From an optimization exercise on the open Yosys and OpenROAD flow, aimed at small area and a short achievable clock period; shortcuts taken in it are not production practice.
In this exercise RTL edits were held to simulation tests only and were not proved equivalent to the original.
No activity file was given, so power comes from the tool's default toggle rates.

### flow/config.mk
export PLATFORM = sky130hd
export DESIGN_NAME = RegistroALU
export DESIGN_NICKNAME = RegistroALU
export VERILOG_FILES = /design/flow/design.v
export SDC_FILE = /design/flow/constraint.sdc
export NUM_CORES = 4
export LEC_CHECK = 0
export CAP_MARGIN = 20
export CORE_MARGIN = 2
export CORE_UTILIZATION = 40
export SLEW_MARGIN = 20
### flow/constraint.sdc
create_clock -name core_clock -period 55.0 [get_ports {clk}]
set_input_delay 11.0000 -clock core_clock [delete_from_list [all_inputs] [get_ports {clk}]]
set_output_delay 11.0000 -clock core_clock [all_outputs]
set_load 0.01 [all_outputs]
### flow/design.v
module RegistroCargaIn #(parameter KA = 10)
(
	input  logic          clk,
	input  logic          rst,
	input  logic [15:0]   R_d,
	input  logic [15:0]   Y_d,
	input  logic [KA-1:0] rem_d,
	input  logic [3:0]    op_d,
	input  logic          zz_d,
	output logic [15:0]   R_q,
	output logic [15:0]   Y_q,
	output logic [KA-1:0] rem_q,
	output logic [3:0]    op_q,
	output logic          zz_q
);
	always @ (posedge clk or posedge rst)
		if (rst) begin
			R_q <= 0;
			Y_q <= 0;
			rem_q <= 0;
			op_q <= 0;
			zz_q <= 0;
		end
		else begin
			R_q <= R_d;
			Y_q <= Y_d;
			rem_q <= rem_d;
			op_q <= op_d;
			zz_q <= zz_d;
		end
endmodule
module RegistroCargaOut
(
	input  logic        clk,
	input  logic        rst,
	input  logic [15:0] res_d,
	input  logic [6:0]  segD_d,
	output logic [15:0] res_q,
	output logic [6:0]  segD_q
);
	always @ (posedge clk or posedge rst)
		if (rst) begin
			res_q <= 0;
			segD_q <= 0;
		end
		else begin
			res_q <= res_d;
			segD_q <= segD_d;
		end
endmodule
module bin2bcd
(
	input  logic [7:0] bin,
	input  logic       on,
	output logic [6:0] segA,
	output logic [6:0] segB
);
	logic [11:0] bcd;
	integer i;
	function automatic logic [6:0] seg7(input logic [3:0] d);
		case (d)
			4'd0: seg7 = 7'b0000001;
			4'd1: seg7 = 7'b1001111;
			4'd2: seg7 = 7'b0010010;
			4'd3: seg7 = 7'b0000110;
			4'd4: seg7 = 7'b1001100;
			4'd5: seg7 = 7'b0100100;
			4'd6: seg7 = 7'b0100000;
			4'd7: seg7 = 7'b0001111;
			4'd8: seg7 = 7'b0000000;
			default: seg7 = 7'b0000100;
		endcase
	endfunction
	always_comb begin
		bcd = 0;
		for (i = 0; i < 8; i = i + 1) begin
			bcd = {bcd[10:0], bin[7-i]};
			if (i < 7 && bcd[3:0] > 4) bcd[3:0] = bcd[3:0] + 3;
			if (i < 7 && bcd[7:4] > 4) bcd[7:4] = bcd[7:4] + 3;
		end
		segA = on ? seg7(bcd[3:0]) : 7'b0000000;
		segB = on ? seg7(bcd[7:4]) : 7'b0000000;
	end
endmodule
module divRow #(parameter J = 1)
(
	input  logic [15:0] r,
	input  logic        b,
	input  logic [15:0] Y,
	output logic        q,
	output logic [15:0] ro
);
	logic [J-1:0] t, rn;
	logic [J:0]   d;
	logic         hz;
	generate
		if (J == 1) begin : g1
			assign t = b;
		end else begin : gn
			assign t = {r[J-2:0], b};
		end
		if (J == 16) begin : g16
			assign hz = 1'b1;
			assign ro = rn;
		end else begin : gl
			assign hz = ~|Y[15:J];
			assign ro = {{(16-J){1'b0}}, rn};
		end
	endgenerate
	assign d  = {1'b0, t} - {1'b0, Y[J-1:0]};
	assign q  = hz & ~d[J];
	assign rn = q ? d[J-1:0] : t;
endmodule
module divFront #(parameter KA = 10)
(
	input  logic [15:0]   Z, Y,
	input  logic [3:0]    op,
	output logic [15:0]   R,
	output logic [KA-1:0] rem,
	output logic          zz
);
	logic [15:0]   rr [0:KA];
	logic [KA-1:0] qhi;
	genvar g;
	assign rr[0] = 16'd0;
	generate
		for (g = 1; g <= KA; g++) begin : rows
			divRow #(.J(g)) row (.r(rr[g-1]), .b(Z[16-g]), .Y(Y), .q(qhi[KA-g]), .ro(rr[g]));
		end
	endgenerate
	assign rem = rr[KA][KA-1:0];
	assign zz  = (Z == 16'd0);
	assign R   = (op == 4'b1111 || op == 4'b1000) ? {qhi, Z[15-KA:0]} : Z;
endmodule
module paramCalculator #(parameter KA = 10)
(
	input  logic [15:0]   R,
	input  logic [15:0]   Y,
	input  logic [KA-1:0] rem,
	input  logic [3:0]    op,
	input  logic          zz,
	output logic [15:0]   res,
	output logic [6:0]    segD
);
	logic [15:0]    rr [KA:16];
	logic [15-KA:0] qlo;
	genvar g;
	assign rr[KA] = {{(16-KA){1'b0}}, rem};
	generate
		for (g = KA + 1; g <= 16; g++) begin : rows
			divRow #(.J(g)) row (.r(rr[g-1]), .b(R[16-g]), .Y(Y), .q(qlo[16-g]), .ro(rr[g]));
		end
	endgenerate
	logic [15:0] Z;
	logic [16:0] s, p;
	logic [16:0] d1;
	logic [15:0] d2, lg, zs;
	logic        ovf, zy, yz, big, fN, fZ, fC, fV;
	assign Z  = R;
	assign s  = {1'b0, Z} + {1'b0, Y};
	assign d1 = {1'b0, Z} - {1'b0, Y};
	assign d2 = Y - Z;
	assign p  = {1'b0, Z} * {1'b0, Y};
	assign zy = (Z == 16'd0);
	assign yz = (Y == 16'd0);
	assign big = |Y[15:4];
	always_comb begin
		for (int i = 0; i < 16; i++) zs[i] = |(Z >> i);
		ovf = p[16];
		for (int j = 1; j < 16; j++) ovf = ovf | (Y[j] & zs[16-j]);
	end
	always_comb begin
		res = 16'd0;
		fN = 1'b0; fZ = 1'b0; fC = 1'b0; fV = 1'b0;
		lg = 16'd0;
		case (op)
			4'b1100: begin  
				if (s[16]) fC = 1'b1;
				else begin
					res = s[15:0];
					fZ = zy & yz;
				end
			end
			4'b1101: begin  
				if (d1[16]) begin
					res = d2;
					fN = 1'b1;
				end else if (d1[15:0] == 16'd0) fZ = 1'b1;
				else res = d1[15:0];
			end
			4'b1110: begin  
				if (ovf) fC = 1'b1;
				else if (zy | yz) fZ = 1'b1;
				else res = p[15:0];
			end
			4'b1111: begin  
				if (yz) fV = 1'b1;
				else if (zz) fZ = 1'b1;
				else res = {R[15:16-KA], qlo};
			end
			4'b1000: begin  
				if (yz) fV = 1'b1;
				else if (zz) fZ = 1'b1;
				else res = rr[16];
			end
			4'b1001, 4'b1010, 4'b1011, 4'b0010, 4'b0001: begin
				case (op)
					4'b1001: lg = Z & Y;
					4'b1010: lg = Z | Y;
					4'b1011: lg = Z ^ Y;
					4'b0010: lg = big ? 16'd0 : Z << Y[3:0];
					default: lg = big ? 16'd0 : Z >> Y[3:0];
				endcase
				res = lg;
				fZ = (lg == 16'd0);
			end
			default: ;
		endcase
		case ({fN, fZ, fC, fV})
			4'b1000: segD = 7'b1111110;
			4'b0100: segD = 7'b0010010;
			4'b0010: segD = 7'b1010101;
			4'b0001: segD = 7'b1000001;
			default: segD = 7'b1111111;
		endcase
	end
endmodule
module RegistroALU #(parameter N=16)
(
	clk, rst, Z_in, Y_in, mode_in, btn_change_in,
	segA_out, segB_out, segD_out, aritm_out_out
);
	localparam KA = 10;               
	input  logic clk;
	input  logic rst;
	input  logic [N-1:0] Z_in;
	input  logic [N-1:0] Y_in;
	input  logic [1:0] mode_in;
	input  logic [1:0] btn_change_in;
	output logic [6:0] segA_out;
	output logic [6:0] segB_out;
	output logic [6:0] segD_out;
	output logic [N-1:0] aritm_out_out;
	logic [15:0]   R_a,  R_m;
	logic [KA-1:0] rem_a, rem_m;
	logic          zz_a, zz_m;
	logic [15:0]   Y_m;
	logic [3:0]    op_m;
	logic [15:0]   res_b;
	logic [6:0]    segD_b;
	divFront #(.KA(KA)) front (
		.Z(Z_in), .Y(Y_in), .op({btn_change_in, mode_in}),
		.R(R_a), .rem(rem_a), .zz(zz_a));
	RegistroCargaIn #(.KA(KA)) registroIn (
		.clk(clk), .rst(rst),
		.R_d(R_a), .Y_d(Y_in), .rem_d(rem_a), .op_d({btn_change_in, mode_in}), .zz_d(zz_a),
		.R_q(R_m), .Y_q(Y_m), .rem_q(rem_m), .op_q(op_m), .zz_q(zz_m));
	paramCalculator #(.KA(KA)) alu (
		.R(R_m), .Y(Y_m), .rem(rem_m), .op(op_m), .zz(zz_m),
		.res(res_b), .segD(segD_b));
	RegistroCargaOut registroOut (
		.clk(clk), .rst(rst), .res_d(res_b), .segD_d(segD_b),
		.res_q(aritm_out_out), .segD_q(segD_out));
	bin2bcd display (
		.bin(aritm_out_out[7:0]), .on(segD_out[6] | segD_out[4]),
		.segA(segA_out), .segB(segB_out));
endmodule
### flow/run.sh
#!/bin/bash
# synth_recipe.tcl (not shown) runs the flow's synth.tcl, then flattens the netlist and writes it again
# the make line also repeats each setting of config.mk as NAME=value (left out here)
make -C /OpenROAD-flow-scripts/flow DESIGN_CONFIG=/design/flow/config.mk WORK_HOME=/design/flow/orfs CLKGATE_MAP_FILE= SYNTH_SCRIPT=/design/flow/synth_recipe.tcl finish
==> results of run 1 <==
cell families after synthesis:
kind of cell | after synthesis | synth area share (%)
XOR/XNOR | 157 | 7.11
multiplexers | 169 | 10.5
AND/OR/NAND/NOR | 691 | 16.5
AO/OA/AOI/OAI | 607 | 21.0
buffers and inverters | 358 | 6.97
flip-flops | 69 | 8.79
adder cells (fa/ha/maj) | 391 | 29.2
metal layers:
metal  vias up  wire length (um)  track usage, %
li1       8719                 -               -
met1      9267             32300            38.9
met2       812             33700            47.7
met3       178              4940            4.01
met4         0              3510            12.5
met5         -                 0               0
Yosys cell counts, types with 22 or more instances:
cell      number  area share [%]
xnor2_1      123             5.5
nand3_1       24            0.61
o21ai_0      128             3.3
mux2i_1       58             3.0
nor3_1        40             1.0
o211ai_1      22            0.84
o21a_1        44             1.7
nand2_1      207             4.0
dfrtp_1       69             8.8
a21o_1        28             1.1
nand2b_1      33             1.1
nor2_1       217             4.1
a21oi_1      147             3.7
clkbuf_1      75             1.4
fa_1         112              11
mux2_2        90             5.2
inv_1        261             5.0
nor4_1        24            0.76
xor2_1        32             1.4
nor2b_1       40             1.3
ha_1         279              18
where the power goes:
part | internal, mW | leakage, nW | switching [mW]
registers | 0.0545 | 0.821 | 0.00464
clock network | 0.0315 | 0.136 | 0.0275
logic | 0.248 | 8.69 | 0.363
total | 0.334 | 9.65 | 0.395
through the flow:
step	cell area, um^2	worst slack, ps
after detailed placement	21300	26010
after floorplan	19700	28250
after global placement	21300	26400
after global routing	21600	24680
final	21600	26470
after CTS	21500	26290
worst min-delay path: stages (launching register included):
cell,delay (ps)
dfrtp_1,580
nand2_1,170
nor3_1,120
inv_1,90
flip-flops by register name (all words and copies together), names as in the netlist:
signal	cells
registroIn.R_q	16
registroOut.res_q	16
registroIn.zz_q	1
registroIn.op_q	4
registroOut.segD_q	6
registroIn.Y_q	16
registroIn.rem_q	10
final cells by class:
cell class / instances / share of cell area (%)
Clock inverter: 7 / 0.296
Inverter: 265 / 4.62
Timing Repair Buffer: 124 / 5.18
Clock buffer: 9 / 1.05
Tap cell: 664 / 3.86
Sequential cell: 69 / 8.02
Multi-Input combinational cell: 2015 / 77.0
worst max path at each step:
| stage | start | end | slack, ps | depth (start not counted) |
|---|---|---|---|---|
| floorplan | Y_in[12] | registroIn.rem_q[5]$_DFF_PP0_ | 28250 | 76 |
| global placement | Y_in[12] | registroIn.rem_q[5]$_DFF_PP0_ | 26400 | 74 |
| detailed placement | Y_in[12] | registroIn.rem_q[7]$_DFF_PP0_ | 26010 | 74 |
| CTS | Y_in[13] | registroIn.rem_q[7]$_DFF_PP0_ | 26290 | 74 |
| global route | Y_in[13] | registroIn.rem_q[8]$_DFF_PP0_ | 24680 | 76 |
| finish | Y_in[12] | registroIn.rem_q[7]$_DFF_PP0_ | 26470 | 75 |
==> flow_summary_export.csv, run 1 <==
group,metric,value,unit
status,status,"complete, no violations",
drt,drc_errors,0,
final_layout,fillerInstances,4935,
clock_tree,cts_sinks,69,
drt,wl,74.4,mm
timing,period_share,51.9,%
worst_setup_path,cp_slowest_cell,"a211oi_1",
worst_setup_path,crit_path_start_kind,"input port",
pwr,peakVddDrop,0.0793,mV
final_layout,final_core_util,44.2,%
worst_setup_path,crit_type,"in -> reg",
clock_tree,cts_tree,"built",
yosys,synth_edf_count,0,
clock_tree,root_buffer,"clkbuf_16",
final_layout,diodes,0,
pwr,p_leak,9.65,nW
final_layout,regArea,1730,um^2
worst_setup_path,crit_fanout,13,
clock_tree,clockBufferDepth,2,
hold_path,hp-class,"reg -> reg",
final_layout,fin_cells,3153,
drt,post_drt_via_cell_ratio,6.02,
timing,hold_violations,0,
global_route,antenna_found_initial,1,
yosys,synth_area_per_cell,8.05,um^2
die,fp.dieH,226,um
yosys,ys_types,89,
global_route,grt_max_degree,70,
final_layout,final_nets,2913,
hold_path,hold_end,"registroOut.segD_q[4]$_DFF_PP0_",
yosys,ys_seq_elements,69,
clock_tree,cts.reportedPaths.clkPinSlew,70,ps
drt,dr_total_vias,18976,
timing,rsz0062_at_grt,"no",
place,io_buffers,74,
yosys,ys.flop_type,"dfrtp_1",
clock_tree,cts_setup_buffers,0,
flow_run,max-cap-violations,0,
global_route,grt_usage,29.3,%
timing,slew_violations,0,
yosys,ys_seq_area_share,8.79,%
clock_tree,h-tree-depth,3,
clock_tree,cts_buffers,9,
drt,wl_per_cell,23.6,um
yosys,syn_area,19700,um^2
yosys,yosys_warnings,9,
timing,fin_worst_skew,15.3,ps
hold_path,min_delay_path_depth,3,
place,routabilityCongestion,1.00,
drt,drt_iter0_markers,1770,
global_route,grt_remaining_overflow,0,
timing,fin_crit,28530,ps
final_layout,layout_common_cells,"ha_1, inv_1, nor2_1",
die,die_area,50900,um^2
global_route,grt_first_pass_wirelength,113,mm
final_layout,multiInputGateArea,16600,um^2
worst_setup_path,slowest_delay,780,ps
timing,finalSetupTns,0,ps
worst_setup_path,end_kind,"flip-flop",
worst_setup_path,cp_top_family,"compound AO/OA/AOI/OAI gates",
die,start_util,40.3,%
yosys,async_flop_share,100,%
final_layout,drive_above_1_share,8.68,%
timing,hold_ws,1000,ps
drt,firstDrtPassIters,8,
worst_setup_path,path_buf_inv,7,
worst_setup_path,cpMostUsedCell,"o21ai_0",
timing,max_freq,35.1,MHz
yosys,syn_inst,2442,
die,fp-row-count,81,
final_layout,syn2layout_area_growth,9.67,%
place,place_inst,3136,
worst_setup_path,worstPathRequired,55250,ps
worst_setup_path,critPathArrivalTime,28780,ps
clock_tree,clk_latency,370,ps
pwr,total_power,0.729,mW
clock_tree,cts_hold_buf,0,
timing,maxSlewHeadroom,33.2,%
die,io_pins,75,
clock_tree,cts_resized,0,
worst_setup_path,reg2reg_depth,51,
drt,route.antenna.remaining_nets,0,
worst_setup_path,worst_r2r_startpoint,"registroIn.Y_q[8]$_DFF_PP0_",
worst_setup_path,r2r-end,"registroOut.res_q[8]$_DFF_PP0_",
die,core-area,48700,um^2
hold_path,hold_start,"registroIn.op_q[3]$_DFF_PP0_",
timing,setup_viol,0,
yosys,synth_nets,2871,
die,die_w,226,um
worst_setup_path,reg2reg_setup_slack,38320,ps
place,hpwl,58.0,mm
pwr,power_density,33.8,nW/um^2
global_route,grt_pass1_vias,18706,
final_layout,final_common_cell,"ha_1",
timing,max_slew.worst_pin.slew,992,ps
==> run 2: changes to the inputs <==
--- a/flow/design.v
+++ b/flow/design.v
@@ -82,7 +82,7 @@
 		segB = on ? seg7(bcd[7:4]) : 7'b0000000;
 	end
 endmodule
-module divRow #(parameter J = 1)
+module divRow #(parameter J = 1, parameter RIP = 5)
 (
 	input  logic [15:0] r,
 	input  logic        b,
@@ -107,7 +107,19 @@
 			assign ro = {{(16-J){1'b0}}, rn};
 		end
 	endgenerate
-	assign d  = {1'b0, t} - {1'b0, Y[J-1:0]};
+	generate
+		if (J <= RIP) begin : rip
+			logic [J:0] bw;
+			assign bw[0] = 1'b0;
+			for (genvar i = 0; i < J; i++) begin : bit_
+				assign d[i]    = t[i] ^ Y[i] ^ bw[i];
+				assign bw[i+1] = (~t[i] & Y[i]) | (~t[i] & bw[i]) | (Y[i] & bw[i]);
+			end
+			assign d[J] = bw[J];
+		end else begin : cla
+			assign d = {1'b0, t} - {1'b0, Y[J-1:0]};
+		end
+	endgenerate
 	assign q  = hz & ~d[J];
 	assign rn = q ? d[J-1:0] : t;
 endmodule
@@ -157,10 +169,39 @@
 	logic [15:0] d2, lg, zs;
 	logic        ovf, zy, yz, big, fN, fZ, fC, fV;
 	assign Z  = R;
-	assign s  = {1'b0, Z} + {1'b0, Y};
-	assign d1 = {1'b0, Z} - {1'b0, Y};
-	assign d2 = Y - Z;
-	assign p  = {1'b0, Z} * {1'b0, Y};
+	function automatic logic [16:0] radd(input logic [15:0] a, input logic [15:0] b, input logic ci);
+		logic c;
+		c = ci;
+		for (int i = 0; i < 16; i++) begin
+			radd[i] = a[i] ^ b[i] ^ c;
+			c = (a[i] & b[i]) | (a[i] & c) | (b[i] & c);
+		end
+		radd[16] = c;
+	endfunction
+	logic [16:0] nd1, nd2;
+	assign s   = radd(Z, Y, 1'b0);
+	assign nd1 = radd(Z, ~Y, 1'b1);    
+	assign nd2 = radd(~Z, Y, 1'b1);    
+	assign d1  = {~nd1[16], nd1[15:0]};
+	assign d2  = nd2[15:0];
+	always_comb begin
+		logic [16:0] ps, pc, pp, ns, nc, cc;
+		ps = 0; pc = 0;
+		for (int i = 0; i < 16; i++) begin
+			pp = ({1'b0, Z} << i) & {17{Y[i]}};
+			for (int k = 0; k < 17; k++) begin
+				ns[k] = ps[k] ^ pc[k] ^ pp[k];
+				nc[k] = (ps[k] & pc[k]) | (ps[k] & pp[k]) | (pc[k] & pp[k]);
+			end
+			ps = ns;
+			pc = {nc[15:0], 1'b0};
+		end
+		cc = 0;
+		for (int k = 0; k < 17; k++) begin
+			p[k] = ps[k] ^ pc[k] ^ cc[k];
+			if (k < 16) cc[k+1] = (ps[k] & pc[k]) | (ps[k] & cc[k]) | (pc[k] & cc[k]);
+		end
+	end
 	assign zy = (Z == 16'd0);
 	assign yz = (Y == 16'd0);
 	assign big = |Y[15:4];
@@ -230,7 +271,7 @@
 	clk, rst, Z_in, Y_in, mode_in, btn_change_in,
 	segA_out, segB_out, segD_out, aritm_out_out
 );
-	localparam KA = 10;               
+	localparam KA = 6;               
 	input  logic clk;
 	input  logic rst;
 	input  logic [N-1:0] Z_in;
==> flow/flow/run.sh (new file) <==
#!/bin/bash
# Standard layout, with repair_timing aiming for 37 ns of setup slack at the design's period.
set -euo pipefail
bash standard.sh SETUP_SLACK_MARGIN=37 finish > layout.log 2>&1
==> flow/standard.sh (new file) <==
#!/bin/bash
# synth_recipe.tcl (not shown) runs the flow's synth.tcl, then flattens the netlist and writes it again
# the make line also repeats each setting of config.mk as NAME=value (left out here)
make -C /OpenROAD-flow-scripts/flow DESIGN_CONFIG=/design/flow/config.mk WORK_HOME=/design/flow/orfs CLKGATE_MAP_FILE= SYNTH_SCRIPT=/design/flow/synth_recipe.tcl "${@:-finish}"
--- a/flow/config.mk
+++ b/flow/config.mk
@@ -5,6 +5,7 @@
 export SDC_FILE = /design/flow/constraint.sdc
 export NUM_CORES = 4
 export LEC_CHECK = 0
+export ABC_AREA = 1
 export CAP_MARGIN = 20
 export CORE_MARGIN = 2
 export CORE_UTILIZATION = 40
removed: flow/run.sh
==> run 2 against run 1 <==
Worst hold slack got worse by 180 ps. Sequential share of layout area decreased by 0.35 points. Non-clock buffer count increased by 49. Routed wire length decreased by 9.8%. Still clean. Power increased by 30%. Via count decreased by 0.96%. Largest cell class unchanged. Worst setup slack improved by 11000 ps. Clock skew about the same. Die area decreased by 5.9%.
==> flow_summary_export.csv, run 2 <==
group,metric,value,unit
pwr,p_clk_share,6.5,%
worst_setup_path,worst_r2r_startpoint,"registroIn.R_q[9]$_DFF_PP0_",
drt,route.antenna.remaining_nets,0,
yosys,ys.flop_type,"dfrtp_1",
flow_run,max-cap-violations,0,
yosys,ys_seq_area_share,8.81,%
drt,firstDrtPassIters,8,
place,place_inst,3321,
worst_setup_path,crit_fanout,5,
status,status,"complete, no violations",
timing,fin_crit,17830,ps
yosys,synth_most_common_cell,"nand2_1",
worst_setup_path,crit_path_start_kind,"input port",
timing,slew_violations,0,
worst_setup_path,reg2reg_depth,99,
yosys,yosys_warnings,9,
timing,maxSlewHeadroom,33.0,%
timing,setup_viol,0,
yosys,ys_seq_elements,65,
worst_setup_path,end_kind,"flip-flop",
worst_setup_path,cpMostUsedCell,"fa_2",
hold_path,hold_start,"registroIn.R_q[0]$_DFF_PP0_",
yosys,yosysTopAreaCell,"fa_1",
yosys,synth_top_family_by_area,"adder cells",
worst_setup_path,cp-startpoint,"Y_in[10]",
clock_tree,clockBufferDepth,2,
die,die_w,219,um
timing,max_slew.worst_pin.slew,1010,ps
die,start_util,40.6,%
drt,dr_total_vias,18794,
timing,period_share,32.4,%
yosys,synth_compound_gate_area_share,15.4,%
worst_setup_path,slowest_delay,390,ps
final_layout,top_regs,"registroIn.R_q x16, registroIn.Y_q x16, registroOut.res_q x16",
drt,drc_errors,0,
yosys,ys_top_cells_by_count,"nand2_1, inv_1, ha_1",
place,io_buffers,74,
yosys,syn_inst,2692,
pwr,seq_power_share,6.0,%
pwr,power_density,44.2,nW/um^2
yosys,synth_fa_ha_area_share,32.7,%
die,fp-row-count,78,
timing,hold_violations,0,
place,pre_cts_slack,33520,ps
pwr,p_leak,10.5,nW
clock_tree,cts_buffers,9,
yosys,synthMuxAreaShare,0.556,%
yosys,synth_area_leaders,"fa_1, ha_1, nand2_1, dfrtp_1, inv_1",
timing,finalSetupTns,0,ps
drt,wl_per_cell,19.7,um
hold_path,min_delay_path_depth,3,
clock_tree,cts_tree,"built",
global_route,grt_usage,27.5,%
final_layout,drive_above_1_share,11.7,%
timing,max_freq,56.1,MHz
final_layout,diodes,0,
final_layout,fin_cells,3413,
final_layout,syn2layout_area_growth,15.8,%
drt,post_drt_via_cell_ratio,5.51,
worst_setup_path,critPathArrivalTime,18100,ps
die,fp.dieH,219,um
final_layout,final_common_cell,"nand2_1",
hold_path,hp-class,"reg -> reg",
yosys,synth_area_per_cell,6.86,um^2
yosys,synth_nets,3110,
final_layout,final_core_util,47.0,%
yosys,synth-xor-area-share,4.78,%
yosys,async_flop_share,100,%
yosys,syn_area,18500,um^2
yosys,synth_top_area_share,18.4,%
timing,fin_ws,37170,ps
drt,wl,67.1,mm
global_route,grt_remaining_overflow,0,
pwr,switching_share,54.6,%
global_route,antenna_found_initial,2,
yosys,synth_edf_count,0,
pwr,internal_power,0.430,mW
clock_tree,cts_sinks,65,
pwr,comb_power_share,87.5,%
clock_tree,clk_latency,380,ps
worst_setup_path,worstPathRequired,55270,ps
worst_setup_path,cp_slowest_cell,"fa_2",
drt,drt_iter0_markers,1451,
yosys,synth-simple-area-share,27.7,%
pwr,p_switching,0.516,mW
place,routabilityCongestion,1.00,
final_layout,layout_common_cells,"nand2_1, inv_1, ha_1",
global_route,grt_pass1_vias,18262,
worst_setup_path,crit_type,"in -> reg",
clock_tree,h-tree-depth,3,
final_layout,final_nets,3226,
global_route,grt_first_pass_wirelength,102,mm
die,io_pins,75,
pwr,peakVddDrop,0.0903,mV
global_route,grt_max_degree,66,
place,hpwl,51.6,mm
timing,rsz0062_at_grt,"yes",
timing,fin_worst_skew,14.8,ps
die,die_area,47900,um^2
clock_tree,root_buffer,"clkbuf_16",
yosys,ys_types,65,
timing,hold_ws,823,ps
die,core-area,45500,um^2
clock_tree,cts.reportedPaths.clkPinSlew,70,ps
[run 2: cell types whose count changed after synthesis, moves of 69 or more]
cell,delta
ha_1,-69
xnor2_1,-93
nand2_1,+476
nand3_1,+146
mux2_2,-88
inv_1,+134
[run 2: metal layers]
| layer | up-vias | share of wire [%] | track usage, % | routed length (um) |
|---|---|---|---|---|
| li1 | 8992 | - | - | - |
| met4 | 4 | 3.8 | 9.89 | 2560 |
| met2 | 651 | 45 | 44.7 | 30300 |
| met5 | - | 0.040 | 0 | 27 |
| met3 | 126 | 6.1 | 3.60 | 4060 |
| met1 | 9021 | 45 | 37.5 | 30200 |
[run 2: cells by family after synthesis]
family          count (synthesis)
simple gates                 1168
buf+inv                       488
compound gates                484
fa+ha+maj                     380
xor+xnor                       97
flops                          65
mux                            10
[run 2: worst max-delay path: cells and delay by family]
kind,cells,cell delay [ps]
mux,2,590
fa+ha+maj,11,3230
compound gates,5,740
buf+inv,8,660
simple gates,16,1860
[run 2: layout make-up]
class | instances | area, um^2
Clock inverter | 7 | 76.3
Sequential cell | 65 | 1640
Inverter | 410 | 1580
Multi-Input combinational cell | 2145 | 15500
Clock buffer | 9 | 225
Fill cell | 4676 | 24100
Timing Repair inverter | 4 | 30.0
Timing Repair Buffer | 173 | 1600
Tap cell | 600 | 751
[run 2: through the flow]
step                      power, mW  cell area (um^2)
after floorplan               0.620             18500
after global placement        0.859             19900
after detailed placement      0.879             19900
after CTS                     0.947             20500
after global routing           1.04             21400
final                         0.946             21400
[run 2: what timing repair did]
| action | in CTS | in global routing |
|---|---|---|
| buffers inserted | 18 | 45 |
| hold buffers | 0 | 0 |
| gates cloned | 1 | 12 |
| resized for setup | 56 | 127 |
| setup endpoints to repair | 23 | 23 |
| pin swaps | 18 | 43 |
[run 2: worst paths after layout]
kind | endpoint | slack [ps]
worst max register to register | registroOut.res_q[2]$_DFF_PP0_ | 38260
worst max-delay path | registroIn.rem_q[1]$_DFF_PP0_ | 37170
max in group asynchronous | registroIn.Y_q[6]$_DFF_PP0_ | 43110
worst min register to register | registroOut.res_q[0]$_DFF_PP0_ | 820
min in group asynchronous | registroIn.R_q[4]$_DFF_PP0_ | 11210
worst min-delay path | registroOut.res_q[0]$_DFF_PP0_ | 820
[run 2: power groups by stage]
| stage | registers [mW] | clock network (mW) | logic (mW) |
|---|---|---|---|
| 6_report | 0.0565 | 0.0615 | 0.828 |
| 5_1_grt | 0.0569 | 0.0650 | 0.917 |
| 4_1_cts | 0.0569 | 0.0632 | 0.827 |
| 3_5_place_dp | 0.0577 | 0 | 0.822 |
| 3_3_place_gp | 0.0576 | 0 | 0.801 |
| 2_1_floorplan | 0.0560 | 0 | 0.564 |
==> run 3: changes to the inputs <==
==> flow/run.sh (new file) <==
#!/bin/bash
# synth_recipe.tcl (not shown) runs the flow's synth.tcl, then flattens the netlist and writes it again
# the make line also repeats each setting of config.mk as NAME=value (left out here)
make -C /OpenROAD-flow-scripts/flow DESIGN_CONFIG=/design/flow/config.mk WORK_HOME=/design/flow/orfs CLKGATE_MAP_FILE= SYNTH_SCRIPT=/design/flow/synth_recipe.tcl finish
removed: flow/flow/run.sh
removed: flow/standard.sh
==> run 3 against run 2 <==
Critical path type is now reg -> reg. Non-clock buffer count shrank 66. Worst setup slack lost 4000 ps. Synthesized cell count is the same. Count of clock-buffer cells in the layout grew 1. Clock skew shrank 1.8 ps. Sequential share of layout area grew 0.38 points.
==> flow_summary_export.csv, run 3 <==
group,metric,value,unit
final_layout,final_nets,3150,
yosys,synth_nets,3110,
yosys,ys.flop_type,"dfrtp_1",
global_route,grt_usage,27.7,%
clock_tree,cts_resized,0,
worst_setup_path,cpMostUsedCell,"nand2_1",
final_layout,diodes,0,
timing,max_freq,45.8,MHz
final_layout,drive_above_1_share,5.37,%
yosys,async_flop_share,100,%
clock_tree,root_buffer,"clkbuf_16",
clock_tree,clockBufferDepth,2,
yosys,synth_area_leaders,"fa_1, ha_1, nand2_1, dfrtp_1, inv_1",
timing,period_share,39.7,%
die,die_w,219,um
yosys,synth_area_per_cell,6.86,um^2
worst_setup_path,crit_fanout,21,
clock_tree,cts_sinks,65,
yosys,yosysTopAreaCell,"fa_1",
die,core-area,45500,um^2
clock_tree,cts.reportedPaths.clkPinSlew,60,ps
timing,setup_viol,0,
yosys,synth_edf_count,0,
worst_setup_path,critPathArrivalTime,22080,ps
flow_run,max-cap-violations,0,
drt,drt_iter0_markers,1384,
drt,wl_per_cell,19.7,um
worst_setup_path,slowest_delay,940,ps
yosys,syn_inst,2692,
pwr,p_leak,9.99,nW
timing,hold_ws,806,ps
die,fp-row-count,78,
clock_tree,cts_hold_buf,0,
global_route,grt_first_pass_wirelength,102,mm
die,io_pins,75,
drt,post_drt_via_cell_ratio,5.45,
final_layout,multiInputGateArea,15000,um^2
timing,fin_crit,21850,ps
yosys,ys_top_cells_by_count,"nand2_1, inv_1, ha_1",
final_layout,layout_common_cells,"nand2_1, inv_1, ha_1",
place,io_buffers,74,
die,start_util,40.6,%
clock_tree,cts_buffers,9,
final_layout,final_common_cell,"nand2_1",
clock_tree,cts_setup_buffers,0,
worst_setup_path,cp-startpoint,"registroIn.Y_q[6]$_DFF_PP0_",
timing,hold_violations,0,
die,die_area,47900,um^2
clock_tree,cts_tree,"built",
clock_tree,h-tree-depth,3,
final_layout,syn2layout_area_growth,9.49,%
yosys,syn_area,18500,um^2
global_route,grt_max_degree,66,
pwr,peakVddDrop,0.0948,mV
yosys,synth_top_area_share,18.4,%
final_layout,top_regs,"registroIn.R_q x16, registroIn.Y_q x16, registroOut.res_q x16",
worst_setup_path,crit_path_start_kind,"flip-flop",
hold_path,hold_start,"registroIn.R_q[0]$_DFF_PP0_",
pwr,power_density,45.2,nW/um^2
worst_setup_path,worstPathRequired,55230,ps
timing,finalSetupTns,0,ps
timing,rsz0062_at_grt,"no",
global_route,grt_remaining_overflow,0,
worst_setup_path,worst_r2r_startpoint,"registroIn.Y_q[6]$_DFF_PP0_",
final_layout,regArea,1630,um^2
timing,maxSlewHeadroom,36.3,%
die,fp.dieH,219,um
clock_tree,clk_latency,370,ps
place,routabilityCongestion,0.974,
timing,fin_worst_skew,13.0,ps
place,hpwl,52.4,mm
yosys,ys_seq_area_share,8.81,%
yosys,ys_seq_elements,65,
timing,slew_violations,0,
yosys,synth_most_common_cell,"nand2_1",
yosys,ys_types,65,
worst_setup_path,crit_type,"reg -> reg",
worst_setup_path,end_kind,"flip-flop",
final_layout,final_core_util,44.5,%
hold_path,hp-class,"reg -> reg",
drt,dr_total_vias,18173,
final_layout,fillerInstances,4807,
timing,max_slew.worst_pin.slew,956,ps
drt,drc_errors,0,
drt,wl,65.7,mm
worst_setup_path,cp_slowest_cell,"dfrtp_1",
pwr,total_power,0.914,mW
global_route,antenna_found_initial,0,
yosys,yosys_warnings,9,
drt,firstDrtPassIters,5,
drt,route.antenna.remaining_nets,0,
global_route,grt_pass1_vias,18316,
status,status,"complete, no violations",
==> run 3: cell types whose count changed in the layout (fill, tap and decap cells not counted), sizes merged <==
cell and change:
buf -65, nand2 -5, clkbuf -4, bufinv +2, clkinvlp -12, dlymetal6s2s -11
clkdlybuf4s50 +15, nand3 -1, clkinv +2, inv +3
==> run 3: logic make-up after synthesis <==
| group | after synthesis | share of synthesized area (%) |
|---|---|---|
| AOI/OAI and AO/OA | 484 | 15.4 |
| xor gates and xnor gates | 97 | 4.78 |
| adders and majority gates | 380 | 32.7 |
| buffers and inverters | 488 | 10.2 |
| DFF | 65 | 8.81 |
| muxes | 10 | 0.556 |
| and+or+nand+nor | 1168 | 27.7 |
==> run 3: layout make-up <==
class | instances | share of cell area (%)
clock inverter | 6 | 0.569
inverter | 410 | 7.62
timing repair buffer | 107 | 4.89
multi-input combinational | 2139 | 74.0
clock buffer | 10 | 1.13
sequential | 65 | 8.06
tap | 600 | 3.71
==> run 3: final timing paths <==
path	to	slack [ps]	cells past startpoint
max in group asynchronous	registroIn.Y_q[1]$_DFF_PP0_	43200	3
worst min-delay path	registroOut.res_q[0]$_DFF_PP0_	810	3
min in group asynchronous	registroIn.Y_q[0]$_DFF_PP0_	11200	3
worst max-delay path	registroOut.res_q[3]$_DFF_PP0_	33150	99
worst max register to register	registroOut.res_q[3]$_DFF_PP0_	33150	99
worst min register to register	registroOut.res_q[0]$_DFF_PP0_	810	3
==> run 3: metal layers <==
layer	part of all wire [%]	up-vias	track usage, %
met5	0	-	0
met4	3.8	0	10.1
met3	5.2	127	3.16
met2	46	569	46.4
met1	45	8651	36.9
li1	-	8826	-
==> run 3: where the power goes <==
part	leakage [nW]	total [mW]	internal (mW)	switching, mW
combinational	9.05	0.787	0.331	0.456
clock	0.163	0.0692	0.0445	0.0248
sequential	0.773	0.0571	0.0511	0.00606
total	9.99	0.914	0.426	0.487
==> run 3: stage by stage <==
| stage | std cells | cell area, um^2 | setup slack (ps) |
|---|---|---|---|
| floorplan | 2692 | 18500 | 36580 |
| global placement | 3321 | 19900 | 34140 |
| detailed placement | 3321 | 19900 | 33370 |
| CTS | 3337 | 20200 | 33290 |
| global route | 3337 | 20200 | 30740 |
| finish | 3337 | 20200 | 33150 |
==> run 3: worst max-delay path, delay by kind of cell, from the launching register on <==
family	cells	cell delay [ps]
buffers and inverters	14	3330
AOI/OAI and AO/OA	26	4400
DFF	1	940
and+or+nand+nor	49	8970
adders and majority gates	10	4020
==> run 4: changes to the inputs <==
==> flow/flow/run.sh (new file) <==
#!/bin/bash
# Standard layout, with repair_timing aiming for 33 ns of setup slack at the design's period.
set -euo pipefail
bash standard.sh SETUP_SLACK_MARGIN=33 finish > layout.log 2>&1
==> flow/standard.sh (new file) <==
#!/bin/bash
# synth_recipe.tcl (not shown) runs the flow's synth.tcl, then flattens the netlist and writes it again
# the make line also repeats each setting of config.mk as NAME=value (left out here)
make -C /OpenROAD-flow-scripts/flow DESIGN_CONFIG=/design/flow/config.mk WORK_HOME=/design/flow/orfs CLKGATE_MAP_FILE= SYNTH_SCRIPT=/design/flow/synth_recipe.tcl "${@:-finish}"
removed: flow/run.sh
==> run 4 against run 3 <==
First-iteration DRC count grew 6.5%. Critical path depth shrank 56. Via count grew 0.56%. Register-to-register slack gained 2000 ps. Maximum frequency grew 10%. Worst hold slack is essentially flat. Final cell count grew 0.12%. Final area grew 0.33%. Synthesized area is the same. Critical path type is now in -> reg. Core utilization grew 0.15 points.
==> flow_summary_export.csv, run 4 <==
group,metric,value,unit
status,status,"complete, no violations",
final_layout,syn2layout_area_growth,9.85,%
yosys,yosys_warnings,9,
worst_setup_path,crit_type,"in -> reg",
die,start_util,40.6,%
timing,max_slew.worst_pin.slew,999,ps
yosys,synth_most_common_cell,"nand2_1",
worst_setup_path,slowest_delay,550,ps
final_layout,final_common_cell,"nand2_1",
timing,fin_worst_skew,12.7,ps
hold_path,hp-class,"reg -> reg",
drt,firstDrtPassIters,5,
die,fp-row-count,78,
pwr,seq_power_share,6.2,%
yosys,syn_area,18500,um^2
global_route,grt_max_degree,66,
timing,slew_violations,0,
yosys,synth_area_leaders,"fa_1, ha_1, nand2_1, dfrtp_1, inv_1",
drt,route.antenna.remaining_nets,0,
pwr,comb_power_share,86.2,%
yosys,synth_edf_count,0,
drt,post_drt_via_cell_ratio,5.47,
timing,hold_violations,0,
clock_tree,cts_tree,"built",
timing,fin_crit,19850,ps
worst_setup_path,cp_slowest_cell,"o21ai_1",
global_route,grt_pass1_vias,18316,
yosys,ys_seq_elements,65,
timing,maxSlewHeadroom,33.4,%
worst_setup_path,path_buf_inv,7,
timing,period_share,36.1,%
clock_tree,cts_sinks,65,
yosys,syn_inst,2692,
die,io_pins,75,
worst_setup_path,crit_path_start_kind,"input port",
worst_setup_path,worstPathRequired,55260,ps
worst_setup_path,reg2reg_depth,100,
worst_setup_path,cp_top_family,"adder cells",
drt,wl_per_cell,19.7,um
global_route,grt_remaining_overflow,0,
yosys,synth_nets,3110,
drt,drc_errors,0,
final_layout,fillerInstances,4806,
clock_tree,cts.reportedPaths.clkPinSlew,70,ps
die,core-area,45500,um^2
pwr,p_switching,0.488,mW
flow_run,max-cap-violations,0,
clock_tree,clk_latency,370,ps
drt,drt_iter0_markers,1474,
yosys,synth_area_per_cell,6.86,um^2
global_route,antenna_found_initial,0,
die,die_area,47900,um^2
final_layout,drive_above_1_share,5.91,%
place,io_buffers,74,
pwr,p_leak,9.99,nW
worst_setup_path,cp.depth,43,
place,placedInstanceArea,19900,um^2
final_layout,final_nets,3154,
yosys,ys_top_cells_by_count,"nand2_1, inv_1, ha_1",
drt,wl,65.7,mm
yosys,async_flop_share,100,%
pwr,peakVddDrop,0.0953,mV
worst_setup_path,end_kind,"flip-flop",
final_layout,diodes,0,
place,place_inst,3321,
timing,finalSetupTns,0,ps
yosys,yosysTopAreaCell,"fa_1",
drt,dr_total_vias,18275,
global_route,grt_first_pass_wirelength,102,mm
hold_path,min_delay_path_depth,3,
global_route,grt_usage,27.7,%
final_layout,layout_common_cells,"nand2_1, inv_1, ha_1",
die,die_w,219,um
pwr,internal_power,0.427,mW
worst_setup_path,crit_fanout,12,
place,routabilityCongestion,0.974,
final_layout,fin_cells,3341,
clock_tree,cts_buffers,9,
clock_tree,root_buffer,"clkbuf_16",
final_layout,multiInputGateArea,15000,um^2
timing,rsz0062_at_grt,"no",
timing,setup_viol,0,
yosys,ys_types,65,
worst_setup_path,critPathArrivalTime,20110,ps
place,hpwl,52.4,mm
final_layout,top_regs,"registroIn.R_q x16, registroIn.Y_q x16, registroOut.res_q x16",
clock_tree,h-tree-depth,3,
clock_tree,clockBufferDepth,2,
yosys,ys.flop_type,"dfrtp_1",
pwr,power_density,45.1,nW/um^2
timing,max_freq,50.4,MHz
yosys,ys_seq_area_share,8.81,%
yosys,synth_top_area_share,18.4,%
pwr,switching_share,53.3,%
final_layout,regArea,1630,um^2
final_layout,final_area,20300,um^2
die,fp.dieH,219,um
pwr,p_clk_share,7.5,%
run 4: power groups by stage:
stage	sequential, mW	combinational (mW)	clock (mW)
floorplan	0.0560	0.564	0
global placement	0.0580	0.788	0
detailed placement	0.0580	0.805	0
CTS	0.0571	0.808	0.0706
global route	0.0576	0.891	0.0722
finish	0.0572	0.789	0.0691
run 4: logic make-up after synthesis:
kind of cell / after synthesis / synth area share (%)
simple gates: 1168 / 27.7
flops: 65 / 8.81
mux: 10 / 0.556
xor+xnor: 97 / 4.78
buf+inv: 488 / 10.2
fa+ha+maj: 380 / 32.7
compound gates: 484 / 15.4
run 4: area by class of cell:
type                    count  share of cell area (%)
multi-input cells        2139                    73.9
flip-flops and latches     65                    8.04
inverters                 410                    7.66
repair buffers            111                    5.04
well taps                 600                    3.70
clock buffers              10                    1.13
clock inverters             6                   0.568
run 4: stage by stage:
step | util, % | total power, mW | hold WS (ps) | worst slack, ps
finish | 44.6 | 0.916 | 807 | 35150
global route | 44.6 | 1.02 | 858 | 33070
CTS | 44.5 | 0.935 | 803 | 33290
detailed placement | 43.7 | 0.863 | 795 | 33370
global placement | 43.7 | 0.846 | 776 | 34140
floorplan | - | 0.620 | 614 | 36580
run 4: what timing repair did:
item                                    in CTS  in global routing
hold buffers                                 0                  0
resized for setup                            0                 14
endpoints found under the setup margin       0                 16
setup buffers                                0                  4
run 4: worst reg2reg max path: cells and delay by family, from the launching register on:
kind,cells,cell delay [ps]
buf+inv,14,2450
compound gates,26,4530
flops,1,990
fa+ha+maj,10,4030
simple gates,50,7730
run 4: routing by layer:
metal / part of all wire (%) / track usage [%] / vias to the layer above
met1: 45 / 36.9 / 8737
met5: 0 / 0 / -
met2: 46 / 46.4 / 569
met4: 3.8 / 10.1 / 0
li1: - / - / 8838
met3: 4.8 / 3.16 / 131
run 4: final timing paths:
| kind | start | endpoint | slack (ps) |
|---|---|---|---|
| worst min register to register | registroIn.R_q[0]$_DFF_PP0_ | registroOut.res_q[0]$_DFF_PP0_ | 810 |
| max in group asynchronous | rst | registroIn.Y_q[1]$_DFF_PP0_ | 43190 |
| worst min-delay path | registroIn.R_q[0]$_DFF_PP0_ | registroOut.res_q[0]$_DFF_PP0_ | 810 |
| worst max-delay path | Y_in[9] | registroIn.rem_q[1]$_DFF_PP0_ | 35150 |
| worst max register to register | registroIn.Y_q[6]$_DFF_PP0_ | registroOut.res_q[3]$_DFF_PP0_ | 35160 |
| min in group asynchronous | rst | registroIn.R_q[15]$_DFF_PP0_ | 11200 |

[afterwards: timing with drivers on the ports]
No port has a modelled driver above. Below, the same layouts with a new extraction and two added sets of constraints. Step 1: set_driving_cell puts a clkbuf_16 on clk and a buf_2 on each other input, an assumption about the parent block. Step 2 times the ports against the registers' clock, not the clock port: input delays grow and output delays shrink by t, the midpoint of the rising clock arrivals with the driver on. a / b / c = ideal ports / drivers / drivers and shift; a / b = the first two.
run | t (ns) | setup slack, ns | hold slack, ns | worst register clock-pin slew, ns
run 1 | 0.427 | 26.470 / 26.508 / 26.080 | 1.004 / 1.004 / 1.004 | 0.07 / 0.07
run 2 | 0.417 | 37.170 / 37.185 / 36.767 | 0.823 / 0.823 / 0.823 | 0.07 / 0.07
run 3 | 0.416 | 33.152 / 33.152 / 33.152 | 0.806 / 0.806 / 0.806 | 0.07 / 0.07
run 4 | 0.415 | 35.148 / 35.156 / 34.759 | 0.807 / 0.807 / 0.807 | 0.07 / 0.07
After both steps setup and hold are still met in every run listed. The setup slack of run 2, which loses most, moves by +0.015 ns with the drivers and by -0.403 ns with both steps.
